What follows belongs to an exercise in optimizing a design on an open flow for small area, a short achievable clock period and few clock cycles per item; a production flow would make more cautious choices.
At most, simulation tests tie the RTL to the original design; equivalence was not proved.
No activity file was given, so power comes from the tool's default toggle rates.

## the baseline
// matvecmult
module matvecmult(
    CLK,
    RST,
    vector_x,
    vector_b,
    vector_y,
    Q,
    A,
    finish
);
Size: roughly 1,300 cells after synthesis, ~520 I/O pins, ~16,000 sq um of cells after synthesis.
Settings: LEC_CHECK=0, CAP_MARGIN=20, CORE_MARGIN=2, CORE_UTILIZATION=40, SLEW_MARGIN=20, SYNTH_HIERARCHICAL=1, SYNTH_MINIMUM_KEEP_SIZE=0; clock period 10.0 ns.
standard.sh (not shown) runs the stock make flow with config.mk's settings and CLKGATE_MAP_FILE= SYNTH_SCRIPT=/design/flow/synth_recipe.tcl, a recipe that flattens the netlist after the stock synthesis.
==> flow/flow/run.sh <==
#!/bin/bash
set -euo pipefail
export BUFFER_PORTS_ARGS="-buffer_cell sky130_fd_sc_hd__buf_2"
bash standard.sh > standard_make.log 2>&1
The baseline: done, clean on timing, DRC and antenna
Testbench counts of the baseline, summed over its fixed seeds: cycles 43,200, items 2,400.
What the candidate does differently from the baseline at the input level:
--- a/flow/design.v
+++ b/flow/design.v
@@ -21,38 +21,39 @@
 reg  [2:1] val;          
 reg  [2:1] done;         
 reg        fin;
 reg  [7:0] y_r [0:15];
 reg  [7:0] bsel;
 integer    i;
 reg        skip;                        
 reg  [3:0] ar;                          
-wire [3:0] a_w = {cnt[3:1], cnt[0] ^ skip};    
+wire [3:0] a_w = {cnt[3:1], cnt[0] ^ skip} | {4{cnt[4]}};
 wire [3:0] a_o;
 mv_or2 ua0 (.a(ar[0]), .b(skip), .y(a_o[0]));
 assign a_o[3:1] = ar[3:1];
 wire       fetched = cnt[4];            
 assign A = a_o;
 assign finish = fin;
 always @(posedge CLK) begin
     rs   <= RST;
     skip <= RST & ~rs;
-    val  <= {val, RST ? ~rs : ~fetched};
+    val  <= {val, ~RST & ~fetched & (a_w != 4'd0)};
 end
 always @(posedge CLK or posedge RST) begin
     if (RST) begin
         cnt  <= 5'd0;
         ar   <= 4'd0;
         done <= {2{1'b0}};
         fin  <= 1'b0;
     end else begin
         if (!fetched) begin
             cnt <= cnt + (skip ? 5'd2 : 5'd1);
-            ar  <= {ar[3:1] + {2'b0, ar[0]}, ~ar[0]} + {3'b0, skip};
+            if (ar != 4'd15)
+                ar <= {ar[3:1] + {2'b0, ar[0]}, ~ar[0]} + {3'b0, skip};
         end
         done <= {done, fetched};
         fin  <= done[1];
     end
 end
 always @(posedge CLK)
     bsel <= vector_b[8*a_w +: 8];
 wire p1;
@@ -2214,29 +2215,31 @@
 wire k1_86 = cut1[86];
 always @(posedge CLK)
     cut1 <= {s1036, s1035, s1034, s1033, s1032, s1031, c881, c879, c877, c875, s1030, s1029, s1028, s1027, s1026, s1025, c873, c871, c869, c867, c865, c863, s880, s878, s876, s874, s872, s870, s868, s866, s864, s862, c753, c751, c749, s860, s858, c747, c745, c743, c741, c739, c737, s752, s750, s748, s746, s744, s742, s740, c649, c647, s738, s736, c645, c643, c641, c639, c637, s734, s732, s648, s646, s644, s642, s640, s638, c567, c565, s636, c563, c561, c559, s634, s566, s564, s562, s560, s558, c507, c505, s506, s504, c471, s502, s500, s470};
 reg b0_1;
 always @(posedge CLK)
     b0_1 <= bsel[0];
 wire [6:0] sum = ~{s1162, s1123, s1089, s1063, s1047, s1039, k1_0};
 always @(posedge CLK) begin
-    if (val[2]) begin
+    if (val[2])
         for (i = 0; i < 15; i = i + 1)
             y_r[i] <= y_r[i + 1];
-        y_r[15] <= {sum, b0_1};
-    end
+    y_r[15] <= {sum, b0_1};
 end
 genvar g;
 generate for (g = 0; g < 16; g = g + 1) begin : gy
     assign vector_y[8*g +: 8] = y_r[g];
 end endgenerate
 endmodule
 module mv_fa(input a, input b, input c, output s, output co);
 assign s  = a ^ b ^ c;
 assign co = (a & b) | (a & c) | (b & c);
 endmodule
+module mv_add7(input [6:0] a, input [6:0] b, output [6:0] s);
+assign s = ~a + ~b;
+endmodule
 module mv_or2(input a, input b, output y);
 assign y = a | b;
 endmodule
 module mv_xnor2(input a, input b, output s);
 assign s = ~(a ^ b);
 endmodule
==> run notes <==
- Compared with the baseline, in the candidate relative max-transition margin climbed 5.3 points; total detailed-routing wirelength saw an increase.
- The candidate: non-clock buffer count is 0.41% higher than what the baseline reported.
- Diff the baseline..the candidate | number of max-slew violations in the final report | unchanged
- Of the two values seen for source of the critical timing path, cut1[26]$_DFF_P_ was produced by the baseline and Q[0] by the candidate.
- The fraction of area in non-clock buffers on the baseline is in line with that on the candidate.
- The slack of the critical path of the candidate is higher than that of the baseline.
- Of the two values seen for critical path capture point, cut1[41]$_DFF_P_ was produced by the candidate and y_r[15][7]$_DFFE_PP_ by the baseline.
- Of the baseline and the candidate, the candidate shows the higher fraction of area in clock buffers and inverters, with the baseline below it.
- Sort the baseline and the candidate by first-pass GRT wire length asc -> top: the baseline
Testbench counts of the candidate, summed over its fixed seeds: cycles 43,200, items 2,400.

Another version of the RTL of matvecmult (not shown whole).
For scale: roughly 1400 cells after synthesis, ~520 I/O pins, ~16000 sq um of cells after synthesis.
==> flow/config.mk <==
export PLATFORM = sky130hd
export DESIGN_NAME = matvecmult
export DESIGN_NICKNAME = matvecmult
export VERILOG_FILES = /design/flow/design.v
export SDC_FILE = /design/flow/constraint.sdc
export NUM_CORES = 4
export LEC_CHECK = 0
export CAP_MARGIN = 20
export CORE_MARGIN = 2
export CORE_UTILIZATION = 40
export SLEW_MARGIN = 20
export SYNTH_HIERARCHICAL = 1
export SYNTH_MINIMUM_KEEP_SIZE = 0
==> flow/constraint.sdc <==
create_clock -name core_clock -period 10.0 [get_ports {CLK}]
set_input_delay 2.0000 -clock core_clock [delete_from_list [all_inputs] [get_ports {CLK}]]
set_output_delay 2.0000 -clock core_clock [all_outputs]
set_load 0.01 [all_outputs]
==> flow/flow/run.sh <==
#!/bin/bash
set -euo pipefail
export BUFFER_PORTS_ARGS="-buffer_cell sky130_fd_sc_hd__buf_1"
bash standard.sh > standard_make.log 2>&1
==> next run, changes <==
--- a/flow/design.v
+++ b/flow/design.v
@@ -17,50 +17,52 @@
 output      [3:0]   A;
 output              finish;
 reg  [4:0] cnt;
 reg        rs;
 reg  [2:1] val;          
 reg  [2:1] done;         
 reg        fin;
 reg  [7:0] y_r [0:15];
 reg  [7:0] bsel;
 integer    i;
 reg        skip;                        
-wire [3:0] a_w;
-mv_or2 ua0 (.a(cnt[0]), .b(skip), .y(a_w[0]));
-assign a_w[3:1] = cnt[3:1];
+reg  [3:0] ar;                          
+wire [3:0] a_w = {cnt[3:1], cnt[0] ^ skip};    
+wire [3:0] a_o;
+mv_or2 ua0 (.a(ar[0]), .b(skip), .y(a_o[0]));
+assign a_o[3:1] = ar[3:1];
 wire       fetched = cnt[4];            
-assign A = a_w;
+assign A = a_o;
 assign finish = fin;
 always @(posedge CLK) begin
     rs   <= RST;
     skip <= RST & ~rs;
     val  <= {val, RST ? ~rs : ~fetched};
 end
 always @(posedge CLK or posedge RST) begin
     if (RST) begin
         cnt  <= 5'd0;
+        ar   <= 4'd0;
         done <= {2{1'b0}};
         fin  <= 1'b0;
     end else begin
-        if (!fetched)
+        if (!fetched) begin
             cnt <= cnt + (skip ? 5'd2 : 5'd1);
+            ar  <= {ar[3:1] + {2'b0, ar[0]}, ~ar[0]} + {3'b0, skip};
+        end
         done <= {done, fetched};
         fin  <= done[1];
     end
 end
-always @(posedge CLK) begin
-    for (i = 0; i < 16; i = i + 1)
-        if (a_w == i)
-            bsel <= vector_b[8*i +: 8];
-end
+always @(posedge CLK)
+    bsel <= vector_b[8*a_w +: 8];
 wire p1;
 wire p2;
 wire p3;
 wire p4;
 wire p5;
 wire p6;
 wire p7;
 wire p8;
 wire p9;
 wire p10;
 wire p11;
=> The new run completed with no timing, DRC or antenna violations; clock power increases by about 1%; utilization is higher by 0.15 points; cell area goes down by 2.4%; sequential cell count went up by 4; first-iteration DRC count is lower by 32%; total power fell by 1.6%; die area fell by 2.7%; global-route usage goes down by 0.90 points; setup slack loses 0.012 ns; via count falls by 7.5%; cell count drops by 6.6%; clock-buffer cell count increases by 8; synthesized cell count fell by 11%.
Testbench counts after the change, summed over its fixed seeds: cycles 43,200, items 2,400.
The RTL of the first run of this note was laid out without a check of its function.

Another version of the RTL of matvecmult (not shown whole).
Size: roughly 1,400 cells after synthesis, roughly 16,000 um2 of cells after synthesis.
clock: 10.0 ns
lec_check: 0
cap_margin: 20
core_margin: 2
core_utilization: 40
slew_margin: 20
synth_hierarchical: 1
synth_minimum_keep_size: 0
==> flow/flow/run.sh <==
#!/bin/bash
set -euo pipefail
export PRE_GLOBAL_PLACE_TCL="$PWD/flow/buffer_ports.tcl"
bash standard.sh > standard_make.log 2>&1
==> flow/flow/buffer_ports.tcl <==
# Port buffers: buf_2 on the inputs (they fan out to several gates), buf_1 on
# the outputs.  Replaces the single buffer_ports call of global_place.tcl.
rename buffer_ports my_orig_buffer_ports
proc buffer_ports {args} {
  my_orig_buffer_ports -inputs -buffer_cell sky130_fd_sc_hd__buf_2
  my_orig_buffer_ports -outputs -buffer_cell sky130_fd_sc_hd__buf_1
}
==> next run, changes <==
--- a/flow/design.v
+++ b/flow/design.v
@@ -2063,15 +2063,15 @@
 mv_fa us1075 (.a(k1_41), .b(k1_42), .c(k1_43), .s(s1075), .co(c1076));
 mv_fa us1077 (.a(c1050), .b(c1052), .c(c1054), .s(s1077), .co(c1078));
 mv_fa us1079 (.a(c1056), .b(s1065), .c(s1067), .s(s1079), .co(c1080));
 mv_fa us1081 (.a(s1069), .b(s1071), .c(s1073), .s(s1081), .co(c1082));
 mv_fa us1083 (.a(s1075), .b(c1058), .c(c1060), .s(s1083), .co(c1084));
 mv_fa us1085 (.a(s1077), .b(s1079), .c(s1081), .s(s1085), .co(c1086));
 mv_fa us1087 (.a(c1062), .b(s1083), .c(s1085), .s(s1087), .co(c1088));
-mv_xor2 us1089 (.a(c1064), .b(s1087), .s(s1089));
+mv_xnor2 us1089 (.a(c1064), .b(s1087), .s(s1089));
 assign c1090 = c1064 | s1087;
 mv_fa us1091 (.a(k1_44), .b(k1_45), .c(k1_46), .s(s1091), .co(c1092));
 mv_fa us1093 (.a(k1_47), .b(k1_48), .c(k1_49), .s(s1093), .co(c1094));
 mv_fa us1095 (.a(k1_50), .b(k1_51), .c(k1_52), .s(s1095), .co(c1096));
 mv_fa us1097 (.a(k1_53), .b(k1_54), .c(k1_55), .s(s1097), .co(c1098));
 mv_fa us1099 (.a(k1_56), .b(k1_57), .c(k1_58), .s(s1099), .co(c1100));
 mv_fa us1101 (.a(k1_59), .b(k1_60), .c(k1_61), .s(s1101), .co(c1102));
@@ -2081,15 +2081,15 @@
 mv_fa us1109 (.a(s1091), .b(s1093), .c(s1095), .s(s1109), .co(c1110));
 mv_fa us1111 (.a(s1097), .b(s1099), .c(s1101), .s(s1111), .co(c1112));
 mv_fa us1113 (.a(s1103), .b(c1078), .c(c1080), .s(s1113), .co(c1114));
 mv_fa us1115 (.a(c1082), .b(s1105), .c(s1107), .s(s1115), .co(c1116));
 mv_fa us1117 (.a(s1109), .b(s1111), .c(c1084), .s(s1117), .co(c1118));
 mv_fa us1119 (.a(c1086), .b(s1113), .c(s1115), .s(s1119), .co(c1120));
 mv_fa us1121 (.a(s1117), .b(c1088), .c(s1119), .s(s1121), .co(c1122));
-mv_xor2 us1123 (.a(c1090), .b(s1121), .s(s1123));
+mv_xnor2 us1123 (.a(c1090), .b(s1121), .s(s1123));
 assign c1124 = c1090 | s1121;
 mv_xnor2 us1125 (.a(k1_65), .b(k1_66), .s(s1125));
 mv_xnor2 us1126 (.a(k1_67), .b(k1_68), .s(s1126));
 mv_xnor2 us1127 (.a(k1_69), .b(k1_70), .s(s1127));
 mv_xnor2 us1128 (.a(k1_71), .b(k1_72), .s(s1128));
 mv_xnor2 us1129 (.a(k1_73), .b(k1_74), .s(s1129));
 mv_xnor2 us1130 (.a(k1_75), .b(k1_76), .s(s1130));
@@ -2120,15 +2120,15 @@
 mv_xnor2 us1155 (.a(s1152), .b(c1114), .s(s1155));
 mv_xnor2 us1156 (.a(c1116), .b(s1153), .s(s1156));
 mv_xnor2 us1157 (.a(s1154), .b(s1155), .s(s1157));
 mv_xnor2 us1158 (.a(s1156), .b(c1118), .s(s1158));
 mv_xnor2 us1159 (.a(c1120), .b(s1157), .s(s1159));
 mv_xnor2 us1160 (.a(s1158), .b(s1159), .s(s1160));
 mv_xnor2 us1161 (.a(c1122), .b(s1160), .s(s1161));
-mv_xor2 us1162 (.a(c1124), .b(s1161), .s(s1162));
+mv_xnor2 us1162 (.a(c1124), .b(s1161), .s(s1162));
 reg [86:0] cut1;
 wire k1_0 = cut1[0];
 wire k1_1 = cut1[1];
 wire k1_2 = cut1[2];
 wire k1_3 = cut1[3];
 wire k1_4 = cut1[4];
 wire k1_5 = cut1[5];
@@ -2214,15 +2214,15 @@
 wire k1_85 = cut1[85];
 wire k1_86 = cut1[86];
 always @(posedge CLK)
     cut1 <= {s1036, s1035, s1034, s1033, s1032, s1031, c881, c879, c877, c875, s1030, s1029, s1028, s1027, s1026, s1025, c873, c871, c869, c867, c865, c863, s880, s878, s876, s874, s872, s870, s868, s866, s864, s862, c753, c751, c749, s860, s858, c747, c745, c743, c741, c739, c737, s752, s750, s748, s746, s744, s742, s740, c649, c647, s738, s736, c645, c643, c641, c639, c637, s734, s732, s648, s646, s644, s642, s640, s638, c567, c565, s636, c563, c561, c559, s634, s566, s564, s562, s560, s558, c507, c505, s506, s504, c471, s502, s500, s470};
 reg b0_1;
 always @(posedge CLK)
     b0_1 <= bsel[0];
-wire [6:0] sum = {s1162, s1123, s1089, ~s1063, ~s1047, ~s1039, ~k1_0};
+wire [6:0] sum = ~{s1162, s1123, s1089, s1063, s1047, s1039, k1_0};
 always @(posedge CLK) begin
     if (val[2])
         for (i = 0; i < 15; i = i + 1)
             y_r[i] <= y_r[i + 1];
     y_r[15] <= {sum, b0_1};
 end
 genvar g;
@@ -2236,13 +2236,10 @@
 endmodule
 module mv_add7(input [6:0] a, input [6:0] b, output [6:0] s);
 assign s = ~a + ~b;
 endmodule
 module mv_or2(input a, input b, output y);
 assign y = a | b;
 endmodule
-module mv_xor2(input a, input b, output s);
-assign s = a ^ b;
-endmodule
 module mv_xnor2(input a, input b, output s);
 assign s = ~(a ^ b);
 endmodule
Result: The changed run completed with no timing, DRC or antenna violations; count of clock-buffer cells in the layout climbs by 2; clock power decreases by about 10%; routed wire length came out lower by 0.88%; setup slack improved by 0.021 ns; synthesized cell count barely changes; global-route usage goes down by 0.20 points; utilization drops by 0.34 points; sequential power is about the same; sequential share of layout area went up by 0.21 points; via count hardly moves; design area is lower by 0.69%.
Testbench counts after the change, summed over its fixed seeds: cycles 43,200, items 2,400.
Function not checked in the first run of this note: the RTL went through the layout flow alone.

## port drivers added, routing unchanged
The flow's constraints put no driver on any port. The routed layouts listed below were extracted and timed again, unchanged, in two steps.
Step 1 (the two cells are an assumption about what drives the block):
set clk [get_ports {CLK}]
set_driving_cell -lib_cell sky130_fd_sc_hd__clkbuf_16 $clk
set_driving_cell -lib_cell sky130_fd_sc_hd__buf_2 [delete_from_list [all_inputs] $clk]
Step 2 moves the port delays by t, midway between the first and last clock arrival at a register: inputs arrive t later, outputs are due t later. That takes back most of the time a late clock gives input paths.
Slacks: ideal ports / drivers / drivers and shift; pairs: ideal ports / drivers.
| run | t, ns | slack for setup (ns) | hold WS [ns] | worst slew at a driven data input, ns |
|---|---|---|---|---|
| the baseline | 0.556 | 6.339 / 6.339 / 5.816 | 0.332 / 0.332 / 0.332 | 0.11 |
| the candidate | 0.580 | 6.357 / 6.387 / 5.807 | 0.323 / 0.323 / 0.323 | 0.10 |
| the first run of note 2 | 0.569 | 6.130 / 6.158 / 5.589 | 0.332 / 0.332 / 0.332 | 0.10 |
| the second run of note 2 | 0.569 | 6.117 / 6.141 / 5.572 | 0.333 / 0.333 / 0.333 | 0.10 |
| the first run of note 3 | 0.571 | 6.379 / 6.405 / 5.833 | 0.324 / 0.324 / 0.324 | 0.13 |
| the second run of note 3 | 0.569 | 6.400 / 6.427 / 5.858 | 0.331 / 0.331 / 0.331 | 0.10 |
After both steps setup and hold are still met in every run listed. For the candidate, which loses most, drivers alone change the setup slack by +0.030 ns; drivers and shift together by -0.550 ns.
